Source: an optimization exercise on an open RTL-to-GDS flow (aim: small area and a short achievable clock period). Production flows keep margins and buffers that such runs may drop.
The RTL was checked by simulation tests, not by an equivalence proof against the original design.
Power is estimated from default activity; no workload was simulated.

## flow/design.v

```verilog
module timer #(
    parameter FREQUENCY_VALUE = 50_000_000 
) (
    input logic clk,
    input logic reset_n,
    input 	logic   [1:0]	avmms_address,
	input 	logic			avmms_write,
	input 	logic	[31:0]	avmms_writedata,
    input   logic   [3:0]   avmms_byteenable, 
	input 	logic			avmms_read,
	output 	logic 	[31:0]	avmms_readdata,
    output  logic           coe_interrupt
);
logic [63:0] counter, counter_reg;
logic complete;
logic busy;
logic start;
logic stop;
always_ff @ (posedge clk or negedge reset_n)
    if(!reset_n) {stop, start} <= 2'h0;
    else if(avmms_write && (avmms_address == 2'h0)) begin
        if(avmms_byteenable[0]) {stop, start} <= avmms_writedata[1:0];
    end
    else {stop, start} <= 2'h0;
always_ff @ (posedge clk or negedge reset_n)
    if(!reset_n) counter_reg[31:0] <= 32'h0;
    else if(avmms_write && (avmms_address == 2'h1)) begin
        if(avmms_byteenable[3]) counter_reg[31:24] <= avmms_writedata[31:24];
        if(avmms_byteenable[2]) counter_reg[23:16] <= avmms_writedata[23:16];
        if(avmms_byteenable[1]) counter_reg[15:8] <= avmms_writedata[15:8];
        if(avmms_byteenable[0]) counter_reg[7:0] <= avmms_writedata[7:0];
    end
always_ff @ (posedge clk or negedge reset_n)
    if(!reset_n) counter_reg[63:32] <= 32'h0;
    else if(avmms_write && (avmms_address == 2'h2)) begin
        if(avmms_byteenable[3]) counter_reg[63:56] <= avmms_writedata[31:24];
        if(avmms_byteenable[2]) counter_reg[55:48] <= avmms_writedata[23:16];
        if(avmms_byteenable[1]) counter_reg[47:40] <= avmms_writedata[15:8];
        if(avmms_byteenable[0]) counter_reg[39:32] <= avmms_writedata[7:0];
    end
always_ff @ (posedge clk) begin
    case(avmms_address)
        2'h0: avmms_readdata <= {28'h0, complete, busy, stop, start};
        2'h1: avmms_readdata <= counter_reg[31:0];
        2'h2: avmms_readdata <= counter_reg[63:32];
        2'h3: avmms_readdata <= 32'h0;
        default: avmms_readdata <= 32'h0;
    endcase
end
always_ff @ (posedge clk or negedge reset_n)
    if(!reset_n) counter <= 64'h0;
    else if(start && (counter_reg > 64'h0)) counter <= counter_reg;
    else if(stop) counter <= 64'h0;
    else if(counter > 64'h0) counter <= counter - 64'h1;
always_ff @ (posedge clk or negedge reset_n)
    if(!reset_n) complete <= 1'b0;
    else if(counter == 64'h1) complete <= 1'b1;
    else if(avmms_write && (avmms_address == 2'h0)) complete <= 1'b0;
always_ff @ (posedge clk or negedge reset_n)
    if(!reset_n) busy <= 1'b0;
    else if(start && (counter_reg > 64'h0)) busy <= 1'b1;
    else if(stop || (counter == 64'h1)) busy <= 1'b0;
assign coe_interrupt = complete;
endmodule
```

## flow/run.sh

```bash
#!/bin/bash
# synth_recipe.tcl (not shown) runs the flow's synth.tcl, then flattens the netlist and writes it again
# the make line also repeats each setting of config.mk as NAME=value (left out here)
make -C /OpenROAD-flow-scripts/flow DESIGN_CONFIG=/design/flow/config.mk WORK_HOME=/design/flow/orfs CLKGATE_MAP_FILE= SYNTH_SCRIPT=/design/flow/synth_recipe.tcl finish
```

## flow/config.mk

```make
export PLATFORM = sky130hd
export DESIGN_NAME = timer
export DESIGN_NICKNAME = timer
export VERILOG_FILES = /design/flow/design.v
export SDC_FILE = /design/flow/constraint.sdc
export NUM_CORES = 4
export LEC_CHECK = 0
export ABC_CLOCK_PERIOD_IN_PS = 2000
export CAP_MARGIN = 20
export CORE_MARGIN = 2
export CORE_UTILIZATION = 40
export SETUP_SLACK_MARGIN = 1.0
export SLEW_MARGIN = 20
```

## flow/constraint.sdc

```tcl
create_clock -name core_clock -period 3.0 [get_ports {clk}]
set_input_delay 0.6000 -clock core_clock [delete_from_list [all_inputs] [get_ports {clk}]]
set_output_delay 0.6000 -clock core_clock [all_outputs]
set_load 0.01 [all_outputs]
```

==> flow_summary.ini, run 1 <==
[outcome]
status = finished clean

[synthesis]
synth_warnings = 1
synth_top_cell_by_area = sky130_fd_sc_hd__dfrtp_1
seq_area_frac_synth_pct = 51.90
yosysUniqueCellTypes = 49
synth.most_common_cell = sky130_fd_sc_hd__dfrtp_1
syn_area_mm2 = 0.007599
asyncSetResetFlopFracSynth_pct = 80.49
synth_top_cells_by_area = sky130_fd_sc_hd__dfrtp_1, sky130_fd_sc_hd__mux2_2, sky130_fd_sc_hd__dfxtp_1
top_post_synthesis_cells_by_count = sky130_fd_sc_hd__dfrtp_1, sky130_fd_sc_hd__nand2_1, sky130_fd_sc_hd__mux2_2
synth.net_count = 722
synthesis.instances = 678
synth_top_flop_cell = sky130_fd_sc_hd__dfrtp_1
ys_seq_elements = 164
synth_enable_flop_cells = 0
netlist.area_leader.share_pct = 43.47
postSynthAreaPerCell_um2 = 11.21

[detailed_routing]
routed_wl_um = 22560
route.antenna.remaining_nets = 0
final_routed_wire_length_divided_by_cell_count_um = 21.34
dr.pass1.iters = 4
remaining_drc_errors = 0
drtIter0Drc = 492
num_vias = 6133
route.detailed.vias_per_inst = 5.802

[floorplan]
die_h_um = 141.8
floorplan.initialDensity_pct = 40.76
floorplan.rows = 50
die-width_um = 141.8
top_level_ports = 75
die_area_mm2 = 0.02011
core_region_area_mm2 = 0.01864

[placed_design]
gpl.final_weighted_congestion = 0.8631
dp_hpwl_um = 14850
numPortBuffers = 73
numPlacedInstances = 980
post_dp_cell_area_mm2 = 0.008813

[flow_run]
max_cap_violations = 0

[cells_and_area]
finish.instance_area_mm2 = 0.01042
layout-area-overhead-vs-synth_pct = 37.18
diodes = 0
fin_nets = 854
stdcell_count = 1057
post-route-util_pct = 55.91
largest_reg_flops = 128
share_of_layout_cells_above_drive_strength_1_pct = 33.90

[global_routing]
grt_first_pass_wirelength_um = 34720
grt_antenna_before_repair = 0
first_global_vias = 6153
globalRouteTotalUtil_pct = 22.62
pin_count_of_the_biggest_net_entering_global_routing = 62
grt_remaining_overflow = 0

[min_path]
hp-class = in2async

[pwr]
sequentialPowerShare_pct = 42.1
power_density_mw_per_mm2 = 778.7
switching_share_pct = 35.41
clkPwrFrac_pct = 27.0
total_switching_power_uw = 2874
total_leakage_power_uw = 0.004129
p_int_uw = 5243
max_ir_drop_vdd_mv = 0.4710
comb_power_share_pct = 30.9

[timing]
timing.final.crit_share_pct = 81.77
slew_viols_final = 0
max_freq_mhz = 407.7
report.final.setup_viol = 0
timing_worst_slew_pin_value_ns = 0.8764
finClkSkew_ns = 0.008184
fin_tns_setup_ns = 0
maxSlewHeadroom_pct = 41.58
hold_viol = 0
rsz0062_at_grt = yes
final.min_clock_period_ns = 2.453

[worst_setup_path]
kind_of_end_point_of_the_critical_path = flip-flop
crit_arrival_ns = 2.77
timing.critical_path.required_ns = 3.32
worstSetupStartpointType = flip-flop
setup.worst_path.class = reg2reg
reg2reg_depth = 7
crit_fanout = 6

[clock_network]
clock_latency_ns = 0.44
h-tree-depth = 4
cts_root_buf = sky130_fd_sc_hd__clkbuf_16
clock_tree_from_tritoncts = done
cts_buffers = 17
clkTransAtPathRegs_ns = 0.07
clock_path_buffers = 2
cts_num_sinks = 164
[through the flow]
step	setup WS (ns)	hold WS (ns)	power, uW
6_report	0.5470	0.1417	8117
5_1_grt	0.4626	0.1812	8493
4_1_cts	0.4296	0.1569	7870
3_5_place_dp	0.2967	0.5077	5363
3_3_place_gp	0.3652	0.5040	5302
2_1_floorplan	0.6655	0.3044	4568
[logic make-up (layout without fill, tap and decap cells)]
family	after synthesis	in the layout	synth area share, %
DFF	164	164	51.90
AOI/OAI and AO/OA	105	107	10.65
buffers and inverters	36	178	2.025
muxes	71	71	10.41
xor gates and xnor gates	62	62	7.146
adders and majority gates	2	2	0.3293
and+or+nand+nor	238	239	17.54
[routing by layer]
metal  global-route usage (%)  up-vias  wire, um
met1                    31.25     3132      9973
met5                        0        -         0
met4                    8.789        0       759
met2                    35.79      163     10810
met3                    3.814       41      1010
li1                         -     2797         -
[layout make-up]
type                       instances  area, um2
inverter                           3      11.26
multi-input combinational        481       4151
sequential                       164       3954
timing repair buffer             143       1425
clock inverter                    13      136.4
clock buffer                      19      452.9
tap                              234      292.8
fill                            1536       8219
[worst max-delay path, cell delays in order, from the launching register on]
cell and delay, ns:
sky130_fd_sc_hd__dfrtp_1 0.39, sky130_fd_sc_hd__or4_4 0.60, sky130_fd_sc_hd__or2_4 0.32, sky130_fd_sc_hd__or3_4 0.36, sky130_fd_sc_hd__o21bai_4 0.24, sky130_fd_sc_hd__buf_12 0.16, sky130_fd_sc_hd__or2_4 0.18, sky130_fd_sc_hd__o21ai_1 0.09
[layout by cell type, fill, tap and decap left out, drive strengths merged, types with 3 or more instances in the layout]
| master | synthesis | final |
|---|---|---|
| dfxtp | 32 | 32 |
| buf | 7 | 69 |
| o21ai | 19 | 19 |
| nand4 | 14 | 14 |
| clkinv | 0 | 3 |
| nand3 | 17 | 17 |
| or3 | 8 | 8 |
| nor3 | 29 | 29 |
| nor4 | 36 | 36 |
| mux2i | 7 | 7 |
| o41a | 1 | 3 |
| clkdlybuf4s50 | 0 | 70 |
| inv | 3 | 10 |
| a22o | 33 | 33 |
| dfrtp | 132 | 132 |
| xnor2 | 40 | 40 |
| mux2 | 64 | 64 |
| or2 | 4 | 5 |
| xor2 | 22 | 22 |
| o31ai | 47 | 47 |
| clkbuf | 26 | 21 |
| nor2 | 29 | 29 |
| nand2 | 73 | 73 |
| or4 | 15 | 15 |
[path summary, 6_finish.rpt]
| path | endpoint | from | slack, ns |
|---|---|---|---|
| max | counter[58] | counter[11] | 0.55 |
| min | counter_reg[36] | reset_n | 0.14 |
| max reg2reg | counter[58] | counter[11] | 0.55 |
| min reg2reg | complete | complete | 0.52 |
| max in group asynchronous | counter_reg[22] | reset_n | 2.02 |
| min in group core_clock | complete | complete | 0.52 |
[power by group through the flow]
stage	clock network [uW]	logic (uW)	registers, uW
2_1_floorplan	0	1370	3190
3_3_place_gp	0	1950	3350
3_5_place_dp	0	1990	3380
4_1_cts	2220	2270	3380
5_1_grt	2310	2690	3490
6_report	2190	2510	3420
[what timing repair did]
| action | 4_1_cts | 5_1_grt |
|---|---|---|
| endpoints found under the hold margin | 0 | 0 |
| hold buffers | 0 | 0 |
| setup endpoints to repair | 130 | 98 |
| buffers inserted | 30 | 9 |
| gates cloned | 4 | 2 |
| pin swaps | 14 | 23 |
| gates resized for setup | 59 | 61 |
==> inputs of run 2 (changes only) <==
==> flow/design.v (replaced) <==
module timer #(
    parameter FREQUENCY_VALUE = 50_000_000 
) (
    input logic clk,
    input logic reset_n,
    input   logic   [1:0]   avmms_address,
    input   logic           avmms_write,
    input   logic   [31:0]  avmms_writedata,
    input   logic   [3:0]   avmms_byteenable,
    input   logic           avmms_read,
    output  logic   [31:0]  avmms_readdata,
    output  logic           coe_interrupt
);
logic [63:0] counter_reg;
logic [63:0] counter;
logic complete, busy, start, stop;
logic load;      
wire wr0 = avmms_write && (avmms_address == 2'h0);
wire wr1 = avmms_write && (avmms_address == 2'h1);
wire wr2 = avmms_write && (avmms_address == 2'h2);
wire start_d = wr0 && (avmms_byteenable[0] ? avmms_writedata[0] : start);
wire stop_d  = wr0 && (avmms_byteenable[0] ? avmms_writedata[1] : stop);
always_ff @ (posedge clk or negedge reset_n)
    if (!reset_n) begin
        start <= 1'b0;
        stop  <= 1'b0;
        load  <= 1'b0;
    end else begin
        start <= start_d;
        stop  <= stop_d;
        load  <= start_d && (|counter_reg);
    end
genvar b;
generate
    for (b = 0; b < 4; b = b + 1) begin : g_r
        always_ff @ (posedge clk or negedge reset_n)
            if (!reset_n) counter_reg[8*b +: 8] <= 8'h0;
            else if (wr1 && avmms_byteenable[b]) counter_reg[8*b +: 8] <= avmms_writedata[8*b +: 8];
        always_ff @ (posedge clk or negedge reset_n)
            if (!reset_n) counter_reg[32+8*b +: 8] <= 8'h0;
            else if (wr2 && avmms_byteenable[b]) counter_reg[32+8*b +: 8] <= avmms_writedata[8*b +: 8];
    end
endgenerate
always_ff @ (posedge clk)
    case (avmms_address)
        2'h0: avmms_readdata <= {28'h0, complete, busy, stop, start};
        2'h1: avmms_readdata <= counter_reg[31:0];
        2'h2: avmms_readdata <= counter_reg[63:32];
        default: avmms_readdata <= 32'h0;
    endcase
always_ff @ (posedge clk)
    if (load) counter <= counter_reg;
    else      counter <= counter - 64'h1;
wire one = (counter == 64'h1);
always_ff @ (posedge clk or negedge reset_n)
    if (!reset_n) complete <= 1'b0;
    else complete <= (busy && one) || (complete && !wr0);
always_ff @ (posedge clk or negedge reset_n)
    if (!reset_n) busy <= 1'b0;
    else busy <= load || (busy && !stop && !one);
assign coe_interrupt = complete;
endmodule
==> flow_summary.ini, run 2 <==
[synthesis]
synth_warnings = 1
top_post_synthesis_cells_by_count = sky130_fd_sc_hd__dfxtp_1, sky130_fd_sc_hd__dfrtp_1, sky130_fd_sc_hd__mux2_2
synth_top_cells_by_area = sky130_fd_sc_hd__dfxtp_1, sky130_fd_sc_hd__dfrtp_1, sky130_fd_sc_hd__mux2_2
synth_enable_flop_cells = 0
postSynthAreaPerCell_um2 = 10.29
netlist.area_leader.share_pct = 26.38
asyncSetResetFlopFracSynth_pct = 41.82
synth_top_flop_cell = sky130_fd_sc_hd__dfxtp_1
synth.most_common_cell = sky130_fd_sc_hd__dfxtp_1
seq_area_frac_synth_pct = 50.08
yosysUniqueCellTypes = 52
syn_area_mm2 = 0.007286
synthesis.instances = 708
synth_top_cell_by_area = sky130_fd_sc_hd__dfxtp_1
ys_seq_elements = 165
synth.net_count = 752

[floorplan]
die-width_um = 139.0
die_area_mm2 = 0.01931
top_level_ports = 75
floorplan.initialDensity_pct = 40.70
die_h_um = 139.0
floorplan.rows = 49
core_region_area_mm2 = 0.01790

[global_routing]
pin_count_of_the_biggest_net_entering_global_routing = 82
globalRouteTotalUtil_pct = 23.89
grt_first_pass_wirelength_um = 35850
grt_antenna_before_repair = 0
grt_remaining_overflow = 0
first_global_vias = 6503

[worst_setup_path]
setup.worst_path.start = counter[13]
kind_of_end_point_of_the_critical_path = flip-flop
setup.worst_path.class = reg2reg
worstSetupStartpointType = flip-flop
crit_fanout = 5
crit_arrival_ns = 2.71
r2r-start = counter[13]
timing.critical_path.required_ns = 3.37

[detailed_routing]
route.detailed.vias_per_inst = 6.020
remaining_drc_errors = 0
drtIter0Drc = 538
num_vias = 6423
dr.pass1.iters = 5
final_routed_wire_length_divided_by_cell_count_um = 21.75
routed_wl_um = 23210
route.antenna.remaining_nets = 0

[placed_design]
gpl.final_weighted_congestion = 0.8723
numPlacedInstances = 990
dp_hpwl_um = 15530
numPortBuffers = 73

[cells_and_area]
fin_nets = 870
share_of_layout_cells_above_drive_strength_1_pct = 30.07
diodes = 0
layout_commonest_cell = sky130_fd_sc_hd__dfxtp_1
post-route-util_pct = 54.91
largest_reg_flops = 128
fillCellCount = 1532
most-common-layout-cells = sky130_fd_sc_hd__dfxtp_1, sky130_fd_sc_hd__clkdlybuf4s50_1, sky130_fd_sc_hd__dfrtp_1, sky130_fd_sc_hd__mux2_2, sky130_fd_sc_hd__nand2_1
stdcell_count = 1067
layout-area-overhead-vs-synth_pct = 34.93

[clock_network]
cts_num_sinks = 165
cts_root_buf = sky130_fd_sc_hd__clkbuf_16
clock_path_buffers = 2
clkTransAtPathRegs_ns = 0.07
cts_buffers = 17
clock_latency_ns = 0.44
h-tree-depth = 4
clock_tree_from_tritoncts = done

[timing]
max_freq_mhz = 427.9
final.min_clock_period_ns = 2.337
rsz0062_at_grt = yes
report.final.setup_viol = 0
fin_tns_setup_ns = 0
timing.final.crit_share_pct = 77.90
timing_worst_slew_pin_value_ns = 0.8301
finClkSkew_ns = 0.01067
hold_viol = 0
slew_viols_final = 0
maxSlewHeadroom_pct = 44.66

[pwr]
design_power_total_uw = 7092
power_density_mw_per_mm2 = 721.5
total_leakage_power_uw = 0.003696
max_ir_drop_vdd_mv = 0.4701

[flow_run]
max_cap_violations = 0

[outcome]
status = finished clean

[min_path]
hp-class = in2async
==> run 2: kinds of logic (layout without fill, tap and decap cells) <==
| logic type | after synthesis | count (layout) | synth area share (%) |
|---|---|---|---|
| AND/OR/NAND/NOR | 272 | 276 | 20.69 |
| buffers and inverters | 43 | 169 | 2.473 |
| AO/OA/AOI/OAI | 129 | 129 | 12.45 |
| XOR/XNOR | 27 | 27 | 3.246 |
| multiplexers | 70 | 70 | 10.72 |
| flip-flops | 165 | 165 | 50.08 |
| adder cells (fa/ha/maj) | 2 | 2 | 0.3434 |
==> run 2: worst max-delay path, stage by stage (launching register included) <==
cell and delay, ns:
sky130_fd_sc_hd__dfxtp_2 0.32, sky130_fd_sc_hd__or4_4 0.56, sky130_fd_sc_hd__nor4b_4 0.28, sky130_fd_sc_hd__buf_6 0.16, sky130_fd_sc_hd__buf_4 0.11, sky130_fd_sc_hd__nand3_4 0.12, sky130_fd_sc_hd__or4b_1 0.56, sky130_fd_sc_hd__a31oi_1 0.16
==> run 2: per-layer routing <==
layer  track usage, %  wire [um]  up-vias
met3            4.558       1374       59
met5                0          0        -
met1            30.69       9618     3185
met2            40.19      11440      254
li1                 -          -     2925
met4            8.878        776        0
==> run 2: metrics by stage <==
step                worst slack (ns)  hold slack, ns  cell area (um2)
floorplan                     0.6685          0.3044             7363
global placement              0.3218          0.4847             8359
detailed placement            0.2768          0.4888             8359
CTS                           0.6721          0.2853             9562
global route                  0.6145          0.3182             9831
finish                        0.6631          0.2678             9831
==> run 2: final cells by class <==
cell class / instances / area, um2 / share of cell area [%]
clock buffer: 22 / 474.2 / 4.824
clock inverter: 9 / 103.9 / 1.056
inverter: 6 / 22.52 / 0.2291
multi-input combinational: 504 / 3989 / 40.58
sequential: 165 / 3664 / 37.27
tap: 229 / 286.5 / 2.915
timing repair buffer: 132 / 1291 / 13.13
==> run 2: final timing paths <==
check	end	slack, ns	depth (start not counted)
max in group asynchronous	counter_reg[47]	2.05	2
max reg2reg	counter[50]	0.66	7
max	counter[50]	0.66	7
min	complete	0.27	1
min in group core_clock	counter[51]	0.51	2
min reg2reg	counter[51]	0.51	2
==> run 2: report_power, final <==
| group | switching [uW] | internal, uW | total (uW) |
|---|---|---|---|
| Sequential | 721 | 2770 | 3490 |
| Clock | 876 | 1280 | 2160 |
| Combinational | 622 | 820 | 1440 |
| Total | 2220 | 4870 | 7090 |
==> run 2: timing repair <==
action                     in CTS  in global routing
buffers inserted               31                 11
setup endpoints to repair     108                 88
gates cloned                    3                  1
gates resized for setup        78                 37
pin swaps                      42                 27
hold buffers                    0                  0
hold endpoints to repair        0                  0
==> inputs of run 3 (changes only) <==
==> flow/config.mk (replaced) <==
export PLATFORM = sky130hd
export DESIGN_NAME = timer
export DESIGN_NICKNAME = timer
export VERILOG_FILES = /design/flow/design.v
export SDC_FILE = /design/flow/constraint.sdc
export NUM_CORES = 4
export LEC_CHECK = 0
export ABC_CLOCK_PERIOD_IN_PS = 1200
export CAP_MARGIN = 20
export CORE_MARGIN = 2
export CORE_UTILIZATION = 60
export SETUP_SLACK_MARGIN = 1.6
export SLEW_MARGIN = 20
==> flow_summary.ini, run 3 <==
[outcome]
status = finished clean

[detailed_routing]
final_routed_wire_length_divided_by_cell_count_um = 28.63
dr.pass1.iters = 9
remaining_drc_errors = 0
drtIter0Drc = 1083
routed_wl_um = 29640
route.antenna.remaining_nets = 0
route.detailed.vias_per_inst = 7.281
num_vias = 7536

[timing]
timing_worst_slew_pin_value_ns = 0.6233
maxSlewHeadroom_pct = 58.45
postLayoutSetupSlackWorst_ns = 0.5179
report.final.setup_viol = 0
rsz0062_at_grt = yes
hold_viol = 0
finClkSkew_ns = 0.01694
fin_tns_setup_ns = 0
slew_viols_final = 0
max_freq_mhz = 402.9
smallest_hold_slack_ns = 0.1888
final.min_clock_period_ns = 2.482
timing.final.crit_share_pct = 82.74

[cells_and_area]
finish.instance_area_mm2 = 0.01067
share_of_layout_cells_above_drive_strength_1_pct = 44.82
diodes = 0
most-common-layout-cells = sky130_fd_sc_hd__dfxtp_1, sky130_fd_sc_hd__buf_4, sky130_fd_sc_hd__nand2_1, sky130_fd_sc_hd__dfrtp_1, sky130_fd_sc_hd__nor2_1
layout-area-overhead-vs-synth_pct = 46.42
largest_reg_flops = 128
sequential_cell_area_in_the_final_layout_mm2 = 0.003701
multiInputGateArea_mm2 = 0.004508
fillCellCount = 485
fin_nets = 920

[worst_setup_path]
timing.critical_path.required_ns = 3.31
crit_path_cell_trace = or4_4 -> nor4_4 -> buf_4 -> buf_4 -> buf_6 -> and3_4 -> nand4_1 -> a31o_2
reg2reg_to = busy
r2r-start = counter[21]
crit_fanout = 3
worstSetupPathDepth = 8
setup.worst_path.start = counter[21]
worstSetupStartpointType = flip-flop
cp.buffers_inverters = 3
path_delay_family = simple AND/OR/NAND/NOR gates
setup.worst_path.class = reg2reg
crit_top_cell = sky130_fd_sc_hd__buf_4
slowest_delay_ns = 0.59
cpMaxStageDelayCell = sky130_fd_sc_hd__or4_4
worst_setup_path_endpoint = busy
kind_of_end_point_of_the_critical_path = flip-flop
reg2reg_depth = 8
crit_arrival_ns = 2.79
rrSetupSlack_ns = 0.52

[clock_network]
clock_tree_from_tritoncts = done
cts_num_sinks = 165
h-tree-depth = 4
clock_latency_ns = 0.43
cts_root_buf = sky130_fd_sc_hd__clkbuf_16
clock_path_buffers = 2
cts_buffers = 17
postCtsHoldBufs = 0
clkTransAtPathRegs_ns = 0.07

[global_routing]
grt_antenna_before_repair = 0
first_global_vias = 7054
globalRouteTotalUtil_pct = 40.19
grt_remaining_overflow = 0
pin_count_of_the_biggest_net_entering_global_routing = 49
grt_first_pass_wirelength_um = 39500

[floorplan]
core_region_area_mm2 = 0.01191
top_level_ports = 75
floorplan.initialDensity_pct = 61.17
die_h_um = 114.2
floorplan.rows = 40
die-width_um = 114.2
die_area_mm2 = 0.01304

[synthesis]
synth_top_cell_by_area = sky130_fd_sc_hd__dfxtp_1
synth.most_common_cell = sky130_fd_sc_hd__dfxtp_1
asyncSetResetFlopFracSynth_pct = 41.82
syn_area_mm2 = 0.007286
top_post_synthesis_cells_by_count = sky130_fd_sc_hd__dfxtp_1, sky130_fd_sc_hd__dfrtp_1, sky130_fd_sc_hd__mux2_2
ys_seq_elements = 165
synth_top_cells_by_area = sky130_fd_sc_hd__dfxtp_1, sky130_fd_sc_hd__dfrtp_1, sky130_fd_sc_hd__mux2_2
postSynthAreaPerCell_um2 = 10.29
synth_top_flop_cell = sky130_fd_sc_hd__dfxtp_1
synth.net_count = 752
synthesis.instances = 708
netlist.area_leader.share_pct = 26.38
seq_area_frac_synth_pct = 50.08
yosysUniqueCellTypes = 52
synth_enable_flop_cells = 0
synth_warnings = 1

[pwr]
max_ir_drop_vdd_mv = 0.5671
power_density_mw_per_mm2 = 743.7
total_leakage_power_uw = 0.004318

[placed_design]
pre_cts_setup_slack_ns = 0.3769
gpl.final_weighted_congestion = 0.9285
dp_hpwl_um = 15600
post_dp_cell_area_mm2 = 0.008534
numPortBuffers = 73

[min_path]
hp-class = in2async

[flow_run]
max_cap_violations = 0
## run 3: cell counts after synthesis
Identical to the previous run, type by type.
## run 3: timing repair
action,in CTS,in global routing
endpoints found under the setup margin,196,97
pin swaps,58,47
gates resized for setup,263,90
gates cloned,6,0
setup buffers,54,33
## run 3: worst reg2reg max path, cell delays in order (launching register included)
cell and delay [ns]:
sky130_fd_sc_hd__dfxtp_2 0.33, sky130_fd_sc_hd__or4_4 0.59, sky130_fd_sc_hd__nor4_4 0.25, sky130_fd_sc_hd__buf_4 0.20
sky130_fd_sc_hd__buf_4 0.14, sky130_fd_sc_hd__buf_6 0.10, sky130_fd_sc_hd__and3_4 0.20, sky130_fd_sc_hd__nand4_1 0.23
sky130_fd_sc_hd__a31o_2 0.33
## run 3: cell families after synthesis
logic type / share of synthesized area (%)
simple gates: 20.69
flops: 50.08
xor+xnor: 3.246
compound gates: 12.45
fa+ha+maj: 0.3434
buf+inv: 2.473
mux: 10.72
## run 3: how the worst min path moves through the flow
| stage | to | slack (ns) | depth (start not counted) |
|---|---|---|---|
| 2_1_floorplan | busy | 0.30 | 0 |
| 3_3_place_gp | counter[43] | 0.48 | 2 |
| 4_1_cts | counter_reg[14] | 0.19 | 1 |
| 6_report | counter_reg[14] | 0.19 | 1 |
| 5_1_grt | counter_reg[10] | 0.22 | 1 |
| 3_5_place_dp | counter[43] | 0.49 | 2 |
## run 3: stage by stage
stage	cells	power (uW)	util [%]
after floorplan	708	4192	-
after global placement	911	4702	71.65
after detailed placement	911	4797	71.65
after CTS	1002	7310	83.93
after global routing	1035	8127	89.56
final	1035	7934	89.56
## run 3: metal layers
layer | part of all wire, % | vias up | routed length [um] | track usage (%)
met1 | 34 | 3610 | 10130 | 48.24
met3 | 12 | 237 | 3479 | 10.59
met4 | 7.9 | 0 | 2355 | 19.84
met5 | 0 | - | 0 | 0
met2 | 46 | 673 | 13670 | 67.18
li1 | - | 3016 | - | -
## run 3: final cells by class
type / instances / share of cell area, %
clock buffers: 23 / 4.480
clock inverters: 8 / 1.161
inverters: 6 / 0.2346
multi-input cells: 504 / 42.26
flip-flops and latches: 165 / 34.69
well taps: 147 / 1.724
repair buffers: 182 / 15.45
## run 3: where the power goes
part	internal, uW	switching [uW]	leakage, uW	total (uW)
clock network	1370	888	0.000289	2260
logic	1100	870	0.00240	1970
registers	2780	919	0.00163	3700
==> inputs of run 4 (changes only) <==
--- a/flow/design.v
+++ b/flow/design.v
@@ -28,7 +28,7 @@
     end else begin
         start <= start_d;
         stop  <= stop_d;
-        load  <= start_d && (|counter_reg);
+        load  <= start_d && !zr_pre[NS];
     end
 genvar b;
 generate
@@ -48,10 +48,41 @@
         2'h2: avmms_readdata <= counter_reg[63:32];
         default: avmms_readdata <= 32'h0;
     endcase
-always_ff @ (posedge clk)
-    if (load) counter <= counter_reg;
-    else      counter <= counter - 64'h1;
-wire one = (counter == 64'h1);
+localparam NS = 8;
+logic [NS-1:1] en;
+wire [NS-1:0] zero_c, zero_r;
+wire [NS:1] zc_pre, zr_pre;
+assign zc_pre[1] = 1'b1;
+assign zr_pre[1] = zero_r[0];
+genvar k;
+generate
+    for (k = 2; k <= NS; k = k + 1) begin : g_pre
+        assign zc_pre[k] = zc_pre[k-1] & zero_c[k-1];
+        assign zr_pre[k] = zr_pre[k-1] & zero_r[k-1];
+    end
+endgenerate
+wire [7:0] seg0_next = counter[7:0] - 8'h1;
+wire seg0_one = (counter[7:0] == 8'h1);
+genvar j;
+generate
+    for (j = 0; j < NS; j = j + 1) begin : g_seg
+        assign zero_c[j] = (counter[8*j +: 8] == 8'h0);
+        assign zero_r[j] = (counter_reg[8*j +: 8] == 8'h0);
+        if (j == 0) begin : g_lo
+            always_ff @ (posedge clk)
+                if (load) counter[7:0] <= counter_reg[7:0];
+                else      counter[7:0] <= seg0_next;
+        end else begin : g_hi
+            always_ff @ (posedge clk)
+                if (load)       counter[8*j +: 8] <= counter_reg[8*j +: 8];
+                else if (en[j]) counter[8*j +: 8] <= counter[8*j +: 8] - 8'h1;
+            always_ff @ (posedge clk)
+                if (load) en[j] <= zr_pre[j];
+                else      en[j] <= seg0_one && zc_pre[j];
+        end
+    end
+endgenerate
+wire one = seg0_one && zc_pre[NS];
 always_ff @ (posedge clk or negedge reset_n)
     if (!reset_n) complete <= 1'b0;
     else complete <= (busy && one) || (complete && !wr0);
==> flow/config.mk (replaced) <==
export PLATFORM = sky130hd
export DESIGN_NAME = timer
export DESIGN_NICKNAME = timer
export VERILOG_FILES = /design/flow/design.v
export SDC_FILE = /design/flow/constraint.sdc
export NUM_CORES = 4
export LEC_CHECK = 0
export ABC_CLOCK_PERIOD_IN_PS = 2000
export CAP_MARGIN = 20
export CORE_MARGIN = 2
export CORE_UTILIZATION = 40
export SETUP_SLACK_MARGIN = 1.0
export SLEW_MARGIN = 20
==> flow_summary.ini, run 4 <==
[cells_and_area]
sequential_cell_area_in_the_final_layout_mm2 = 0.004353
largest_reg_flops = 128
fin_nets = 801
stdcell_count = 991
fillCellCount = 1594
most-common-layout-cells = sky130_fd_sc_hd__nand2_1, sky130_fd_sc_hd__clkdlybuf4s50_1, sky130_fd_sc_hd__dfrtp_1, sky130_fd_sc_hd__edfxtp_1, sky130_fd_sc_hd__dfxtp_1
multiInputGateArea_mm2 = 0.003216
layout_commonest_cell = sky130_fd_sc_hd__nand2_1
diodes = 0
share_of_layout_cells_above_drive_strength_1_pct = 18.10
layout-area-overhead-vs-synth_pct = 25.23

[synthesis]
synth.net_count = 702
postSynthAreaPerCell_um2 = 11.84
asyncSetResetFlopFracSynth_pct = 40.12
synth_top_cell_by_area = sky130_fd_sc_hd__dfrtp_1
synth.most_common_cell = sky130_fd_sc_hd__nand2_1
top_post_synthesis_cells_by_count = sky130_fd_sc_hd__nand2_1, sky130_fd_sc_hd__dfrtp_1, sky130_fd_sc_hd__edfxtp_1
yosysUniqueCellTypes = 47
seq_area_frac_synth_pct = 56.96
synth_warnings = 1
synth_top_cells_by_area = sky130_fd_sc_hd__dfrtp_1, sky130_fd_sc_hd__edfxtp_1, sky130_fd_sc_hd__dfxtp_1
netlist.area_leader.share_pct = 22.61
ys_seq_elements = 172
syn_area_mm2 = 0.007636
synth_enable_flop_cells = 56
synthesis.instances = 645
synth_top_flop_cell = sky130_fd_sc_hd__dfrtp_1

[timing]
slew_viols_final = 0
postLayoutSetupSlackWorst_ns = 0.6277
report.final.setup_viol = 0
max_freq_mhz = 421.5
rsz0062_at_grt = yes
hold_viol = 0
maxSlewHeadroom_pct = 40.25
fin_tns_setup_ns = 0
finClkSkew_ns = 0.009397
timing.final.crit_share_pct = 79.08
timing_worst_slew_pin_value_ns = 0.8962
final.min_clock_period_ns = 2.372

[worst_setup_path]
setup.worst_path.class = reg2reg
crit_arrival_ns = 2.70
timing.critical_path.required_ns = 3.32
worstSetupStartpointType = flip-flop
crit_fanout = 2
kind_of_end_point_of_the_critical_path = flip-flop

[flow_run]
max_cap_violations = 0

[detailed_routing]
num_vias = 5292
drtIter0Drc = 309
dr.pass1.iters = 4
final_routed_wire_length_divided_by_cell_count_um = 17.53
route.detailed.vias_per_inst = 5.340
routed_wl_um = 17380
remaining_drc_errors = 0
route.antenna.remaining_nets = 0

[floorplan]
die-width_um = 142.2
floorplan.rows = 50
die_h_um = 142.2
core_region_area_mm2 = 0.01871
die_area_mm2 = 0.02021
floorplan.initialDensity_pct = 40.82
top_level_ports = 75

[clock_network]
cts_num_sinks = 172
cts_buffers = 17
cts_root_buf = sky130_fd_sc_hd__clkbuf_16
clock_path_buffers = 2
clock_tree_from_tritoncts = done
clock_latency_ns = 0.43
clkTransAtPathRegs_ns = 0.07
h-tree-depth = 4

[pwr]
p_int_uw = 4458
switching_share_pct = 26.34
clkPwrFrac_pct = 36.5
max_ir_drop_vdd_mv = 0.3652
comb_power_share_pct = 12.6
total_switching_power_uw = 1594
power_density_mw_per_mm2 = 632.8
total_leakage_power_uw = 0.003643
sequentialPowerShare_pct = 50.9

[global_routing]
globalRouteTotalUtil_pct = 17.92
grt_antenna_before_repair = 0
first_global_vias = 5517
grt_remaining_overflow = 0
grt_first_pass_wirelength_um = 28030
pin_count_of_the_biggest_net_entering_global_routing = 94

[placed_design]
gpl.final_weighted_congestion = 0.8054
pre_cts_setup_slack_ns = 0.3585
dp_hpwl_um = 12180
numPortBuffers = 73
numPlacedInstances = 941

[min_path]
hp-class = in2async

[outcome]
status = finished clean
==> run 4: changes by cell type after synthesis, sizes merged, moves of 14 or more <==
cell	delta
inv	+17
or4	-25
nand2	+15
dfxtp	-49
edfxtp	+56
nor2	-21
a31oi	-24
o21ai	+19
clkbuf	-14
nor3	-14
==> run 4: repair_timing <==
item                                    in CTS  in global routing
setup buffers                               15                  3
endpoints found under the setup margin      47                 39
resized for setup                           18                 10
pin swaps                                    9                  3
hold buffers                                 0                  0
==> run 4: final cells by class <==
| cell class | instances | area share (%) |
|---|---|---|
| Timing Repair Buffer | 105 | 10.61 |
| Sequential cell | 172 | 45.52 |
| Clock buffer | 21 | 5.155 |
| Multi-Input combinational cell | 425 | 33.63 |
| Clock inverter | 11 | 1.125 |
| Tap cell | 234 | 3.062 |
| Inverter | 23 | 0.9028 |
==> run 4: cells by family after synthesis <==
family / synth area share (%)
DFF: 56.96
muxes: 12.04
adders and majority gates: 2.458
AOI/OAI and AO/OA: 8.520
buffers and inverters: 2.507
xor gates and xnor gates: 5.047
and+or+nand+nor: 12.47
==> run 4: power by group through the flow <==
stage / Sequential [uW] / Clock [uW] / Combinational (uW)
global route: 3130 / 2340 / 843
floorplan: 3030 / 0 / 428
global placement: 3120 / 0 / 731
CTS: 3080 / 2250 / 768
detailed placement: 3130 / 0 / 756
finish: 3080 / 2210 / 762
==> run 4: path summary, 6_finish.rpt <==
path	start	to	slack (ns)	cells past startpoint
max	counter[22]	busy	0.63	4
min	reset_n	counter_reg[46]	0.29	1
max reg2reg	counter[22]	busy	0.63	4
min reg2reg	complete	complete	0.53	2
max in group asynchronous	reset_n	counter_reg[31]	2.01	2
min in group core_clock	complete	complete	0.53	2
==> run 4: metrics by stage <==
stage | util (%) | power (uW) | hold WS (ns) | instance area (um2)
after floorplan | - | 3458 | 0.3044 | 7637
after global placement | 46.45 | 3847 | 0.5075 | 8688
after detailed placement | 46.45 | 3885 | 0.5216 | 8688
after CTS | 50.74 | 6099 | 0.3073 | 9490
after global routing | 51.12 | 6313 | 0.3535 | 9563
final | 51.12 | 6051 | 0.2934 | 9563
==> run 4: worst max-delay path, cell delays in order (launching register included) <==
cell and delay, ns:
sky130_fd_sc_hd__edfxtp_1 0.42, sky130_fd_sc_hd__or4_4 0.53, sky130_fd_sc_hd__or4b_4 0.52, sky130_fd_sc_hd__or4_4 0.57, sky130_fd_sc_hd__a31o_1 0.23
==> run 4: per-layer routing <==
| metal | track usage (%) | wire length (um) | up-vias |
|---|---|---|---|
| met5 | 0 | 0 | - |
| li1 | - | - | 2518 |
| met2 | 30.21 | 8749 | 95 |
| met4 | 8.579 | 480 | 0 |
| met3 | 3.331 | 502 | 31 |
| met1 | 22.28 | 7643 | 2648 |
==> inputs of run 5 (changes only) <==
==> flow/config.mk (replaced) <==
export PLATFORM = sky130hd
export DESIGN_NAME = timer
export DESIGN_NICKNAME = timer
export VERILOG_FILES = /design/flow/design.v
export SDC_FILE = /design/flow/constraint.sdc
export NUM_CORES = 4
export LEC_CHECK = 0
export ABC_CLOCK_PERIOD_IN_PS = 1500
export CAP_MARGIN = 20
export CORE_MARGIN = 2
export CORE_UTILIZATION = 40
export SETUP_SLACK_MARGIN = 1.5
export SLEW_MARGIN = 20
==> flow_summary.ini, run 5 <==
[cells_and_area]
layout_commonest_cell = sky130_fd_sc_hd__nand2_1
layout-area-overhead-vs-synth_pct = 33.66
fillCellCount = 1560
largest_reg_flops = 128
most-common-layout-cells = sky130_fd_sc_hd__nand2_1, sky130_fd_sc_hd__dfrtp_1, sky130_fd_sc_hd__edfxtp_1, sky130_fd_sc_hd__mux2_4, sky130_fd_sc_hd__buf_4
diodes = 0
share_of_layout_cells_above_drive_strength_1_pct = 36.06
fin_nets = 826

[global_routing]
grtUsageMet2_pct = 31.38
grt_remaining_overflow = 0
grt_first_pass_wirelength_um = 29950
gr-usage-met3_pct = 4.441
gr-max-usage-layer = met2
first_global_vias = 5570
grt_antenna_before_repair = 0
pin_count_of_the_biggest_net_entering_global_routing = 57
globalRouteMet1Util_pct = 25.94
globalRouteTotalUtil_pct = 19.28

[timing]
timing.final.crit_share_pct = 78.78
fin_tns_setup_ns = 0
slew_viols_final = 0
report.final.setup_viol = 0
maxSlewHeadroom_pct = 53.61
hold_viol = 0
finClkSkew_ns = 0.009236
max_freq_mhz = 423.1
final.min_clock_period_ns = 2.363
rsz0062_at_grt = yes
timing_worst_slew_pin_value_ns = 0.6959

[worst_setup_path]
kind_of_end_point_of_the_critical_path = flip-flop
r2r-start = counter[19]
timing.critical_path.required_ns = 3.34
setup.worst_path.class = reg2reg
crit_arrival_ns = 2.71
rrSetupSlack_ns = 0.64
reg2reg_depth = 5
reg2reg_to = en[6]
crit_fanout = 3
worstSetupStartpointType = flip-flop

[floorplan]
top_level_ports = 75
core_region_area_mm2 = 0.01871
die_h_um = 142.2
floorplan.initialDensity_pct = 40.82
die_area_mm2 = 0.02021
floorplan.rows = 50
die-width_um = 142.2

[synthesis]
synth_top_cells_by_area = sky130_fd_sc_hd__dfrtp_1, sky130_fd_sc_hd__edfxtp_1, sky130_fd_sc_hd__dfxtp_1
synthesis.instances = 645
ys_seq_elements = 172
synth_enable_flop_cells = 56
netlist.area_leader.share_pct = 22.61
seq_area_frac_synth_pct = 56.96
synth_top_flop_cell = sky130_fd_sc_hd__dfrtp_1
synth_warnings = 1
postSynthAreaPerCell_um2 = 11.84
synth.net_count = 702
syn_area_mm2 = 0.007636
asyncSetResetFlopFracSynth_pct = 40.12
synth_top_cell_by_area = sky130_fd_sc_hd__dfrtp_1
top_post_synthesis_cells_by_count = sky130_fd_sc_hd__nand2_1, sky130_fd_sc_hd__dfrtp_1, sky130_fd_sc_hd__edfxtp_1
synth.most_common_cell = sky130_fd_sc_hd__nand2_1
yosysUniqueCellTypes = 47

[placed_design]
numPortBuffers = 73
dp_hpwl_um = 12480
gpl.final_weighted_congestion = 0.8791

[pwr]
design_power_total_uw = 6273
power_density_mw_per_mm2 = 614.6
total_leakage_power_uw = 0.004129
max_ir_drop_vdd_mv = 0.3964

[clock_network]
cts_num_sinks = 172
clock_path_buffers = 2
cts_root_buf = sky130_fd_sc_hd__clkbuf_16
clock_tree_from_tritoncts = done
clock_latency_ns = 0.43
clkTransAtPathRegs_ns = 0.06
h-tree-depth = 4
postCtsHoldBufs = 0
cts_buffers = 17

[detailed_routing]
drtIter0Drc = 396
routed_wl_um = 19220
dr.pass1.iters = 7
route.detailed.vias_per_inst = 5.342
remaining_drc_errors = 0
final_routed_wire_length_divided_by_cell_count_um = 18.92
route.antenna.remaining_nets = 0
num_vias = 5427

[flow_run]
max_cap_violations = 0

[outcome]
status = finished clean

[min_path]
hp-class = in2async
## run 5: changes by cell type in the layout (fill, tap and decap cells not counted), sizes merged
cell,delta
buf,+58
bufbuf,+1
bufinv,+1
clkbuf,-1
clkdlybuf4s15,+1
clkdlybuf4s50,-34
clkinv,-4
dlygate4sd2,+1
dlymetal6s2s,-2
inv,+4
## run 5: worst max path at each step
stage,slack (ns),depth (start not counted),endpoint,start
after floorplan,0.73,4,busy,counter[21]
after global placement,0.45,4,counter_reg[19],avmms_address[0]
after CTS,0.64,4,busy,counter[19]
after detailed placement,0.39,4,counter_reg[15],avmms_address[0]
final,0.64,5,en[6],counter[19]
after global routing,0.61,5,busy,counter[52]
## run 5: routing by layer
metal  share of wire, %  routed length, um  vias up
met5                  0                  0        -
met4                1.3                258        0
met3                4.1                787       24
met2                 48               9274      115
met1                 46               8900     2726
li1                   -                  -     2562
## run 5: critical path, stage by stage, from the launching register on
cell	delay (ns)
sky130_fd_sc_hd__edfxtp_1	0.40
sky130_fd_sc_hd__or4_4	0.55
sky130_fd_sc_hd__or4b_4	0.53
sky130_fd_sc_hd__or3_4	0.36
sky130_fd_sc_hd__or2_4	0.27
sky130_fd_sc_hd__o31ai_4	0.17
## run 5: kinds of logic after synthesis
logic type | count (synthesis) | synth area share (%)
flops | 172 | 56.96
xor+xnor | 44 | 5.047
fa+ha+maj | 15 | 2.458
compound gates | 100 | 8.520
mux | 83 | 12.04
simple gates | 183 | 12.47
buf+inv | 48 | 2.507
## run 5: what timing repair did
action / 4_1_cts / 5_1_grt
pin swaps: 26 / 17
hold endpoints to repair: 0 / 0
setup buffers: 35 / 12
gates cloned: 1 / 0
gates resized for setup: 187 / 42
endpoints found under the setup margin: 258 / 69
## run 5: where the power goes
part	internal, uW	total [uW]	switching, uW	leakage (uW)
combinational	560	920	359	0.00212
clock	1280	2220	943	0.000288
sequential	2750	3130	385	0.00172
total	4590	6270	1690	0.00413
## run 5: through the flow
| step | utilization [%] | worst slack, ns | cells | hold WS (ns) | area, um2 |
|---|---|---|---|---|---|
| after floorplan | - | 0.7306 | 645 | 0.3044 | 8049 |
| after global placement | 47.97 | 0.4496 | 936 | 0.5025 | 8972 |
| after detailed placement | 47.97 | 0.3873 | 936 | 0.5173 | 8972 |
| after CTS | 53.28 | 0.6362 | 1004 | 0.2299 | 9966 |
| after global routing | 54.56 | 0.6061 | 1016 | 0.2443 | 10210 |
| final | 54.56 | 0.6367 | 1016 | 0.2116 | 10210 |
## run 5: area by class of cell
cell class,count,area (um2),share of cell area (%)
multi-input combinational,425,3730,36.55
inverter,23,86.33,0.8459
clock inverter,12,133.9,1.312
timing repair buffer,130,1136,11.13
sequential,172,4370,42.82
clock buffer,20,456.7,4.475
tap,234,292.8,2.869
==> inputs of run 6 (changes only) <==
--- a/flow/design.v
+++ b/flow/design.v
@@ -49,36 +49,35 @@
         default: avmms_readdata <= 32'h0;
     endcase
 localparam NS = 8;
-logic [NS-1:1] en;
-wire [NS-1:0] zero_c, zero_r;
-wire [NS:1] zc_pre, zr_pre;
+logic [NS-1:1] en, z;
+wire [NS-1:0] zero_r;      
+wire [NS:1]   zr_pre;      
+wire [NS:1]   zc_pre;      
+wire seg0_one = (counter[7:0] == 8'h1);
 assign zc_pre[1] = 1'b1;
 assign zr_pre[1] = zero_r[0];
-genvar k;
-generate
-    for (k = 2; k <= NS; k = k + 1) begin : g_pre
-        assign zc_pre[k] = zc_pre[k-1] & zero_c[k-1];
-        assign zr_pre[k] = zr_pre[k-1] & zero_r[k-1];
-    end
-endgenerate
-wire [7:0] seg0_next = counter[7:0] - 8'h1;
-wire seg0_one = (counter[7:0] == 8'h1);
 genvar j;
 generate
     for (j = 0; j < NS; j = j + 1) begin : g_seg
-        assign zero_c[j] = (counter[8*j +: 8] == 8'h0);
-        assign zero_r[j] = (counter_reg[8*j +: 8] == 8'h0);
+        assign zero_r[j] = ~|counter_reg[8*j +: 8];
         if (j == 0) begin : g_lo
             always_ff @ (posedge clk)
                 if (load) counter[7:0] <= counter_reg[7:0];
-                else      counter[7:0] <= seg0_next;
+                else      counter[7:0] <= counter[7:0] - 8'h1;
         end else begin : g_hi
+            assign zc_pre[j+1] = &z[j:1];
+            assign zr_pre[j+1] = &zero_r[j:0];
             always_ff @ (posedge clk)
                 if (load)       counter[8*j +: 8] <= counter_reg[8*j +: 8];
                 else if (en[j]) counter[8*j +: 8] <= counter[8*j +: 8] - 8'h1;
             always_ff @ (posedge clk)
-                if (load) en[j] <= zr_pre[j];
-                else      en[j] <= seg0_one && zc_pre[j];
+                if (load) begin
+                    en[j] <= zr_pre[j];
+                    z[j]  <= zero_r[j];
+                end else begin
+                    en[j] <= seg0_one && zc_pre[j];
+                    if (en[j]) z[j] <= (counter[8*j +: 8] == 8'h1);
+                end
         end
     end
 endgenerate
==> flow/config.mk (replaced) <==
export PLATFORM = sky130hd
export DESIGN_NAME = timer
export DESIGN_NICKNAME = timer
export VERILOG_FILES = /design/flow/design.v
export SDC_FILE = /design/flow/constraint.sdc
export NUM_CORES = 4
export LEC_CHECK = 0
export ABC_CLOCK_PERIOD_IN_PS = 2000
export CAP_MARGIN = 20
export CORE_MARGIN = 2
export CORE_UTILIZATION = 40
export SETUP_SLACK_MARGIN = 1.0
export SLEW_MARGIN = 20
==> flow_summary.ini, run 6 <==
[synthesis]
synth_warnings = 1
yosysUniqueCellTypes = 39
synth_top_flop_cell = sky130_fd_sc_hd__dfrtp_1
ys_seq_elements = 179
synth_top_cell_by_area = sky130_fd_sc_hd__edfxtp_1
synth_top_cells_by_area = sky130_fd_sc_hd__edfxtp_1, sky130_fd_sc_hd__dfrtp_1, sky130_fd_sc_hd__dfxtp_1
seq_area_frac_synth_pct = 57.24
top_post_synthesis_cells_by_count = sky130_fd_sc_hd__nand2_1, sky130_fd_sc_hd__dfrtp_1, sky130_fd_sc_hd__mux2_2, sky130_fd_sc_hd__o21ai_0, sky130_fd_sc_hd__edfxtp_1
synthesis.instances = 680
netlist.area_leader.share_pct = 23.75
synth_enable_flop_cells = 63
syn_area_mm2 = 0.007965
synth.most_common_cell = sky130_fd_sc_hd__nand2_1
asyncSetResetFlopFracSynth_pct = 38.55
synth.net_count = 738
postSynthAreaPerCell_um2 = 11.71

[cells_and_area]
fillCellCount = 1787
share_of_layout_cells_above_drive_strength_1_pct = 17.06
layout_commonest_cell = sky130_fd_sc_hd__nand2_1
stdcell_count = 1033
sequential_cell_area_in_the_final_layout_mm2 = 0.004563
most-common-layout-cells = sky130_fd_sc_hd__nand2_1, sky130_fd_sc_hd__clkdlybuf4s50_1, sky130_fd_sc_hd__dfrtp_1, sky130_fd_sc_hd__o21ai_0, sky130_fd_sc_hd__mux2_2
fin_nets = 813
diodes = 0
layout-area-overhead-vs-synth_pct = 20.52
finish.instance_area_mm2 = 0.009599
largest_reg_flops = 128
multiInputGateArea_mm2 = 0.003226

[worst_setup_path]
timing.critical_path.required_ns = 3.31
setup.worst_path.class = in2reg
crit_arrival_ns = 2.27
kind_of_end_point_of_the_critical_path = flip-flop
worstSetupStartpointType = primary input
crit_fanout = 9

[timing]
max_freq_mhz = 509.6
maxSlewHeadroom_pct = 48.90
report.final.setup_viol = 0
fin_tns_setup_ns = 0
slew_viols_final = 0
smallest_hold_slack_ns = 0.2475
hold_viol = 0
timing_worst_slew_pin_value_ns = 0.7665
timing.final.crit_share_pct = 65.42
rsz0062_at_grt = yes
finClkSkew_ns = 0.008032
final.min_clock_period_ns = 1.963

[global_routing]
grt_antenna_before_repair = 0
pin_count_of_the_biggest_net_entering_global_routing = 79
grt_remaining_overflow = 0
first_global_vias = 5513
globalRouteTotalUtil_pct = 16.95
grt_first_pass_wirelength_um = 28670

[placed_design]
gpl.final_weighted_congestion = 0.8248
numPortBuffers = 73
post_dp_cell_area_mm2 = 0.009012
numPlacedInstances = 1000
dp_hpwl_um = 12370

[floorplan]
die_area_mm2 = 0.02106
floorplan.rows = 51
floorplan.initialDensity_pct = 40.79
die_h_um = 145.1
top_level_ports = 75
die-width_um = 145.1
core_region_area_mm2 = 0.01953

[detailed_routing]
final_routed_wire_length_divided_by_cell_count_um = 16.96
route.detailed.vias_per_inst = 5.155
routed_wl_um = 17520
remaining_drc_errors = 0
route.antenna.remaining_nets = 0
dr.pass1.iters = 4
drtIter0Drc = 393
num_vias = 5325

[clock_network]
clock_tree_from_tritoncts = done
clock_latency_ns = 0.42
cts_num_sinks = 179
h-tree-depth = 4
postCtsHoldBufs = 0
clkTransAtPathRegs_ns = 0.06
clock_path_buffers = 2
cts_root_buf = sky130_fd_sc_hd__clkbuf_16
cts_buffers = 17

[pwr]
power_density_mw_per_mm2 = 635.3
total_leakage_power_uw = 0.003512
max_ir_drop_vdd_mv = 0.4157

[min_path]
hp-class = in2async

[flow_run]
max_cap_violations = 0

[outcome]
status = finished clean
run 6: cell count changes after synthesis, sizes merged, moves of 5 or more:
cell,before,now
o31ai,5,0
edfxtp,56,63
nor4b,1,6
nor3,7,13
o21ai,55,68
nand2,78,89
mux2,71,66
run 6: worst paths after layout:
| path | start | endpoint | slack [ns] | depth (start not counted) |
|---|---|---|---|---|
| max | avmms_write | counter_reg[49] | 1.04 | 3 |
| min | reset_n | counter_reg[11] | 0.25 | 1 |
| max reg2reg | load | en[6] | 1.27 | 4 |
| min reg2reg | busy | complete | 0.53 | 1 |
| max in group asynchronous | reset_n | load | 2.06 | 2 |
| min in group core_clock | busy | complete | 0.53 | 1 |
run 6: power breakdown:
part	internal, uW	total, uW	switching (uW)
Clock	1200	2100	894
Combinational	472	802	331
Sequential	2860	3200	344
run 6: per-layer routing:
layer,part of all wire (%),track usage [%],vias to the layer above
met4,1.0,4.412,0
met2,47,27.43,124
li1,-,-,2587
met3,4.0,3.899,13
met1,48,23.08,2601
met5,0,0,-
run 6: metrics by stage:
step / utilization, % / power [uW] / setup WS, ns
after floorplan: - / 3624 / 1.317
after global placement: 46.16 / 4003 / 0.4772
after detailed placement: 46.16 / 4046 / 0.4408
after CTS: 48.97 / 6143 / 1.016
after global routing: 49.16 / 6366 / 0.9889
final: 49.16 / 6099 / 1.038
run 6: final cells by class:
| class | instances | share of cell area [%] |
|---|---|---|
| multi-input cells | 451 | 33.60 |
| clock inverters | 3 | 0.2086 |
| inverters | 23 | 0.8994 |
| well taps | 265 | 3.454 |
| flip-flops and latches | 179 | 47.54 |
| repair buffers | 83 | 8.759 |
| clock buffers | 29 | 5.540 |
run 6: critical path: stages:
cell and delay, ns:
sky130_fd_sc_hd__clkdlybuf4s50_1 0.89, sky130_fd_sc_hd__nand3_2 0.39, sky130_fd_sc_hd__mux2_2 0.38
run 6: cell families after synthesis:
family                   count (synthesis)  synth area share, %
AND/OR/NAND/NOR                        206                13.43
flip-flops                             179                57.24
AO/OA/AOI/OAI                          103                8.216
multiplexers                            78                10.84
buffers and inverters                   50                2.482
XOR/XNOR                                48                5.278
adder cells (fa/ha/maj)                 16                2.513
run 6: timing repair:
item	CTS	global route
setup buffers	0	1
resized for setup	1	3
setup endpoints to repair	48	50
pin swaps	0	0
==> inputs of run 7 (changes only) <==
--- a/flow/config.mk
+++ b/flow/config.mk
@@ -8,6 +8,7 @@
 export ABC_CLOCK_PERIOD_IN_PS = 2000
 export CAP_MARGIN = 20
 export CORE_MARGIN = 2
-export CORE_UTILIZATION = 40
+export CORE_UTILIZATION = 65
+export CTS_BUF_LIST = sky130_fd_sc_hd__clkbuf_4 sky130_fd_sc_hd__clkbuf_8
 export SETUP_SLACK_MARGIN = 1.0
 export SLEW_MARGIN = 20
==> flow_summary.ini, run 7 <==
[outcome]
status = finished clean

[pwr]
p_int_uw = 4200
comb_power_share_pct = 13.9
max_ir_drop_vdd_mv = 0.4492
power_density_mw_per_mm2 = 615.9
switching_share_pct = 26.70
total_leakage_power_uw = 0.003464
clkPwrFrac_pct = 30.3
total_switching_power_uw = 1530
sequentialPowerShare_pct = 55.8

[worst_setup_path]
crit_path_cell_trace = clkdlybuf4s50_1
worst_setup_path_endpoint = avmms_readdata[14]
cpMaxStageDelayCell = sky130_fd_sc_hd__clkdlybuf4s50_1
setup.worst_path.class = reg2out
reg2reg_depth = 4
crit_arrival_ns = 1.34
timing.critical_path.required_ns = 2.40
setup.worst_path.start = avmms_readdata[14]
worstSetupPathDepth = 1
r2r-start = counter_reg[3]
reg2reg_to = en[5]
cp.buffers_inverters = 1
path_delay_family = buffers and inverters
crit_fanout = 1
slowest_delay_ns = 0.54
kind_of_end_point_of_the_critical_path = output port
rrSetupSlack_ns = 1.23
worstSetupStartpointType = flip-flop

[detailed_routing]
final_routed_wire_length_divided_by_cell_count_um = 18.59
num_vias = 5433
routed_wl_um = 16970
remaining_drc_errors = 0
dr.pass1.iters = 4
route.detailed.vias_per_inst = 5.951
route.antenna.remaining_nets = 0
drtIter0Drc = 343

[cells_and_area]
stdcell_count = 913
finish.instance_area_mm2 = 0.009305
fin_nets = 811
post-route-util_pct = 77.47
most-common-layout-cells = sky130_fd_sc_hd__nand2_1, sky130_fd_sc_hd__clkdlybuf4s50_1, sky130_fd_sc_hd__dfrtp_1, sky130_fd_sc_hd__o21ai_0, sky130_fd_sc_hd__mux2_2
share_of_layout_cells_above_drive_strength_1_pct = 17.75
diodes = 0
largest_reg_flops = 128
layout-area-overhead-vs-synth_pct = 16.82
layout_commonest_cell = sky130_fd_sc_hd__nand2_1

[synthesis]
synth_warnings = 1
synth_top_cell_by_area = sky130_fd_sc_hd__edfxtp_1
synth.most_common_cell = sky130_fd_sc_hd__nand2_1
synth.net_count = 738
ys_seq_elements = 179
netlist.area_leader.share_pct = 23.75
postSynthAreaPerCell_um2 = 11.71
synth_top_flop_cell = sky130_fd_sc_hd__dfrtp_1
synth_top_cells_by_area = sky130_fd_sc_hd__edfxtp_1, sky130_fd_sc_hd__dfrtp_1, sky130_fd_sc_hd__dfxtp_1
synth_enable_flop_cells = 63
asyncSetResetFlopFracSynth_pct = 38.55
seq_area_frac_synth_pct = 57.24
synthesis.instances = 680
top_post_synthesis_cells_by_count = sky130_fd_sc_hd__nand2_1, sky130_fd_sc_hd__dfrtp_1, sky130_fd_sc_hd__mux2_2, sky130_fd_sc_hd__o21ai_0, sky130_fd_sc_hd__edfxtp_1
syn_area_mm2 = 0.007965
yosysUniqueCellTypes = 39

[global_routing]
grt_antenna_before_repair = 0
grt_first_pass_wirelength_um = 27610
globalRouteTotalUtil_pct = 27.56
pin_count_of_the_biggest_net_entering_global_routing = 74
first_global_vias = 5514
grt_remaining_overflow = 0

[floorplan]
die_area_mm2 = 0.01316
core_region_area_mm2 = 0.01201
floorplan.rows = 40
top_level_ports = 75
die_h_um = 114.7
die-width_um = 114.7
floorplan.initialDensity_pct = 66.31

[placed_design]
numPlacedInstances = 880
post_dp_cell_area_mm2 = 0.008850
dp_hpwl_um = 11580
gpl.final_weighted_congestion = 0.8556
numPortBuffers = 73

[flow_run]
max_cap_violations = 0

[timing]
timing_worst_slew_pin_value_ns = 0.6136
timing.final.crit_share_pct = 64.78
fin_tns_setup_ns = 0
finClkSkew_ns = 0.01418
max_freq_mhz = 514.6
rsz0062_at_grt = no
final.min_clock_period_ns = 1.943
slew_viols_final = 0
report.final.setup_viol = 0
maxSlewHeadroom_pct = 58.97
smallest_hold_slack_ns = 0.1403
hold_viol = 0

[clock_network]
clock_path_buffers = 2
cts_buffers = 17
postCtsHoldBufs = 0
h-tree-depth = 4
cts_num_sinks = 179
clock_latency_ns = 0.48
clkTransAtPathRegs_ns = 0.09
cts_root_buf = sky130_fd_sc_hd__clkbuf_8
clock_tree_from_tritoncts = done

[min_path]
hp-class = in2async
-- run 7: what timing repair did --
item	in CTS	in global routing
resized for setup	3	3
setup buffers	0	1
setup endpoints to repair	13	44
gates cloned	0	0
-- run 7: cell type report --
cell class	instances	area, um2
flip-flops and latches	179	4563
well taps	147	183.9
clock buffers	20	269.0
fillers	797	2706
repair buffers	81	819.5
clock inverters	12	152.6
inverters	23	86.33
multi-input cells	451	3231
-- run 7: worst min-delay path by stage --
stage	start	endpoint	slack (ns)	cells after the start
floorplan	reset_n	busy	0.30	0
global placement	z[5]	en[6]	0.49	1
detailed placement	z[5]	en[6]	0.51	1
CTS	reset_n	counter_reg[41]	0.14	2
global route	reset_n	counter_reg[41]	0.14	2
finish	reset_n	counter_reg[41]	0.14	2
-- run 7: kinds of logic after synthesis --
logic type	Yosys count	share of synthesized area, %
buf+inv	50	2.482
mux	78	10.84
compound gates	103	8.216
fa+ha+maj	16	2.513
simple gates	206	13.43
flops	179	57.24
xor+xnor	48	5.278
-- run 7: through the flow --
stage / setup WS (ns) / power [uW]
6_report: 1.057 / 5731
2_1_floorplan: 1.317 / 3624
3_3_place_gp: 0.4992 / 3982
3_5_place_dp: 0.4673 / 4034
5_1_grt: 1.001 / 5988
4_1_cts: 1.016 / 5752
-- run 7: power by group through the flow --
| stage | Sequential (uW) | Combinational [uW] | Clock (uW) |
|---|---|---|---|
| 6_report | 3200 | 794 | 1740 |
| 5_1_grt | 3250 | 876 | 1860 |
| 4_1_cts | 3190 | 796 | 1760 |
| 3_5_place_dp | 3240 | 793 | 0 |
| 3_3_place_gp | 3220 | 761 | 0 |
| 2_1_floorplan | 3160 | 467 | 0 |
-- run 7: routing by layer --
metal	vias to the layer above	routed length [um]	global-route usage [%]
met5	-	0	0
met1	2693	7555	35.76
li1	2588	-	-
met3	27	653	6.035
met2	125	8471	46.15
met4	0	290	9.880
==> inputs of run 8 (changes only) <==
--- a/flow/config.mk
+++ b/flow/config.mk
@@ -10,5 +10,5 @@
 export CORE_MARGIN = 2
 export CORE_UTILIZATION = 65
 export CTS_BUF_LIST = sky130_fd_sc_hd__clkbuf_4 sky130_fd_sc_hd__clkbuf_8
-export SETUP_SLACK_MARGIN = 1.0
+export SETUP_SLACK_MARGIN = 1.4
 export SLEW_MARGIN = 20
==> flow_summary.ini, run 8 <==
[outcome]
status = finished clean

[timing]
final.min_clock_period_ns = 1.626
slew_viols_final = 0
hold_viol = 0
rsz0062_at_grt = yes
finClkSkew_ns = 0.009007
report.final.setup_viol = 0
fin_tns_setup_ns = 0
smallest_hold_slack_ns = 0.1919
maxSlewHeadroom_pct = 50.84
timing_worst_slew_pin_value_ns = 0.7374
timing.final.crit_share_pct = 54.18
max_freq_mhz = 615.2

[floorplan]
die-width_um = 114.7
die_h_um = 114.7
floorplan.rows = 40
floorplan.initialDensity_pct = 66.31
core_region_area_mm2 = 0.01201
die_area_mm2 = 0.01316
top_level_ports = 75

[synthesis]
synth_top_cell_by_area = sky130_fd_sc_hd__edfxtp_1
synth.net_count = 738
synth_top_flop_cell = sky130_fd_sc_hd__dfrtp_1
synth_warnings = 1
synth_enable_flop_cells = 63
seq_area_frac_synth_pct = 57.24
postSynthAreaPerCell_um2 = 11.71
synth.most_common_cell = sky130_fd_sc_hd__nand2_1
ys_seq_elements = 179
top_post_synthesis_cells_by_count = sky130_fd_sc_hd__nand2_1, sky130_fd_sc_hd__dfrtp_1, sky130_fd_sc_hd__mux2_2, sky130_fd_sc_hd__o21ai_0, sky130_fd_sc_hd__edfxtp_1
syn_area_mm2 = 0.007965
synthesis.instances = 680
asyncSetResetFlopFracSynth_pct = 38.55
yosysUniqueCellTypes = 39
synth_top_cells_by_area = sky130_fd_sc_hd__edfxtp_1, sky130_fd_sc_hd__dfrtp_1, sky130_fd_sc_hd__dfxtp_1
netlist.area_leader.share_pct = 23.75

[worst_setup_path]
setup.worst_path.class = reg2reg
crit_arrival_ns = 1.84
reg2reg_depth = 4
kind_of_end_point_of_the_critical_path = flip-flop
timing.critical_path.required_ns = 3.21
crit_fanout = 3
worstSetupStartpointType = flip-flop

[pwr]
total_leakage_power_uw = 0.003666
power_density_mw_per_mm2 = 621.4
design_power_total_uw = 6001
max_ir_drop_vdd_mv = 0.4556

[clock_network]
cts_num_sinks = 179
h-tree-depth = 4
clock_path_buffers = 2
clock_latency_ns = 0.46
clock_tree_from_tritoncts = done
cts_root_buf = sky130_fd_sc_hd__clkbuf_8
cts_buffers = 17
clkTransAtPathRegs_ns = 0.08
postCtsHoldBufs = 0

[placed_design]
post_dp_cell_area_mm2 = 0.008890
gpl.final_weighted_congestion = 0.8502
dp_hpwl_um = 11760
numPlacedInstances = 883
numPortBuffers = 73

[detailed_routing]
num_vias = 5627
route.detailed.vias_per_inst = 6.018
dr.pass1.iters = 5
drtIter0Drc = 386
remaining_drc_errors = 0
routed_wl_um = 18140
final_routed_wire_length_divided_by_cell_count_um = 19.40
route.antenna.remaining_nets = 0

[cells_and_area]
fin_nets = 833
layout_commonest_cell = sky130_fd_sc_hd__nand2_1
stdcell_count = 935
layout-area-overhead-vs-synth_pct = 21.25
diodes = 0
finish.instance_area_mm2 = 0.009658
largest_reg_flops = 128
most-common-layout-cells = sky130_fd_sc_hd__nand2_1, sky130_fd_sc_hd__mux2_2, sky130_fd_sc_hd__o21ai_0, sky130_fd_sc_hd__dfrtp_1, sky130_fd_sc_hd__edfxtp_1
fillCellCount = 717
share_of_layout_cells_above_drive_strength_1_pct = 28.68

[global_routing]
grt_remaining_overflow = 0
first_global_vias = 5708
grt_antenna_before_repair = 0
pin_count_of_the_biggest_net_entering_global_routing = 41
globalRouteTotalUtil_pct = 28.52
grt_first_pass_wirelength_um = 28810

[min_path]
hp-class = in2async

[flow_run]
max_cap_violations = 0
## run 8: cell counts after synthesis
Identical to the previous run, type by type.
## run 8: power by group
group	internal [uW]	switching, uW
clock network	1110	820
logic	465	371
registers	2850	384
total	4430	1570
## run 8: cells by family after synthesis
logic type | after synthesis | synth area share (%)
AO/OA/AOI/OAI | 103 | 8.216
buffers and inverters | 50 | 2.482
AND/OR/NAND/NOR | 206 | 13.43
flip-flops | 179 | 57.24
multiplexers | 78 | 10.84
adder cells (fa/ha/maj) | 16 | 2.513
XOR/XNOR | 48 | 5.278
## run 8: worst max-delay path: stages, from the launching register on
cell and delay, ns:
sky130_fd_sc_hd__edfxtp_1 0.41, sky130_fd_sc_hd__or4_4 0.59, sky130_fd_sc_hd__nor4_4 0.16, sky130_fd_sc_hd__xnor2_1 0.16
sky130_fd_sc_hd__o21ai_1 0.07
## run 8: area by class of cell
type                       count  area, um2  area share [%]
multi-input combinational    451       3512           36.36
tap                          147      183.9           1.904
timing repair buffer         103      832.0           8.615
inverter                      23      86.33          0.8939
clock buffer                  20      262.8           2.721
clock inverter                12      210.2           2.176
sequential                   179       4571           47.32
## run 8: repair_timing
| action | 4_1_cts | 5_1_grt |
|---|---|---|
| setup buffers | 15 | 5 |
| gates resized for setup | 161 | 32 |
| pin swaps | 6 | 8 |
| setup endpoints to repair | 186 | 23 |
## run 8: metrics by stage
stage / util (%) / setup slack, ns
floorplan: - / 1.396
global placement: 74.01 / 0.5627
detailed placement: 74.01 / 0.5230
CTS: 78.82 / 1.310
global route: 80.41 / 1.292
finish: 80.41 / 1.375
## run 8: routing by layer
metal,track usage (%),routed length [um]
met5,0,0
met1,37.16,7696
met2,47.93,9223
met4,10.44,370
met3,5.664,847
## run 8: worst paths after layout
path                                 start                  to  slack, ns
max                            counter[13]         counter[15]       1.37
min                                reset_n     counter_reg[35]       0.19
max reg2reg                    counter[13]         counter[15]       1.37
min reg2reg                counter_reg[58]  avmms_readdata[26]       0.54
max in group asynchronous          reset_n     counter_reg[18]       2.10
min in group core_clock    counter_reg[58]  avmms_readdata[26]       0.54

[port drivers added, routing unchanged]
No port has a modelled driver above. Below, the same layouts with a new extraction and two added sets of constraints. Step 1 sets driving cells, clkbuf_16 on the clock port and buf_2 on the other inputs (assumed; they add their load-dependent delay and slew). Step 2 moves the port delays by t, midway between the first and last clock arrival at a register: inputs arrive t later, outputs are due t later. That takes back most of the time a late clock gives input paths. Three values: ideal ports, drivers, drivers and shift; two values: the first two.
| run | shift t [ns] | setup slack, ns | worst hold slack (ns) | worst setup path at the end |
|---|---|---|---|---|
| run 1 | 0.476 | 0.547 / 0.547 / 0.547 | 0.142 / 0.120 / 0.523 | register to register |
| run 2 | 0.477 | 0.663 / 0.663 / 0.533 | 0.268 / 0.251 / 0.512 | input to register |
| run 3 | 0.471 | 0.518 / 0.518 / 0.518 | 0.189 / 0.167 / 0.521 | register to register |
| run 4 | 0.471 | 0.628 / 0.628 / 0.628 | 0.293 / 0.276 / 0.527 | register to register |
| run 5 | 0.471 | 0.637 / 0.637 / 0.637 | 0.212 / 0.193 / 0.539 | register to register |
| run 6 | 0.459 | 1.037 / 1.015 / 0.593 | 0.248 / 0.228 / 0.529 | input to register |
| run 7 | 0.506 | 1.057 / 1.018 / 0.623 | 0.140 / 0.134 / 0.531 | input to register |
| run 8 | 0.491 | 1.374 / 1.374 / 0.960 | 0.192 / 0.186 / 0.536 | input to register |
After both steps setup and hold are still met in every run listed. The setup slack of run 6, which loses most, moves by -0.022 ns with the drivers and by -0.444 ns with both steps.
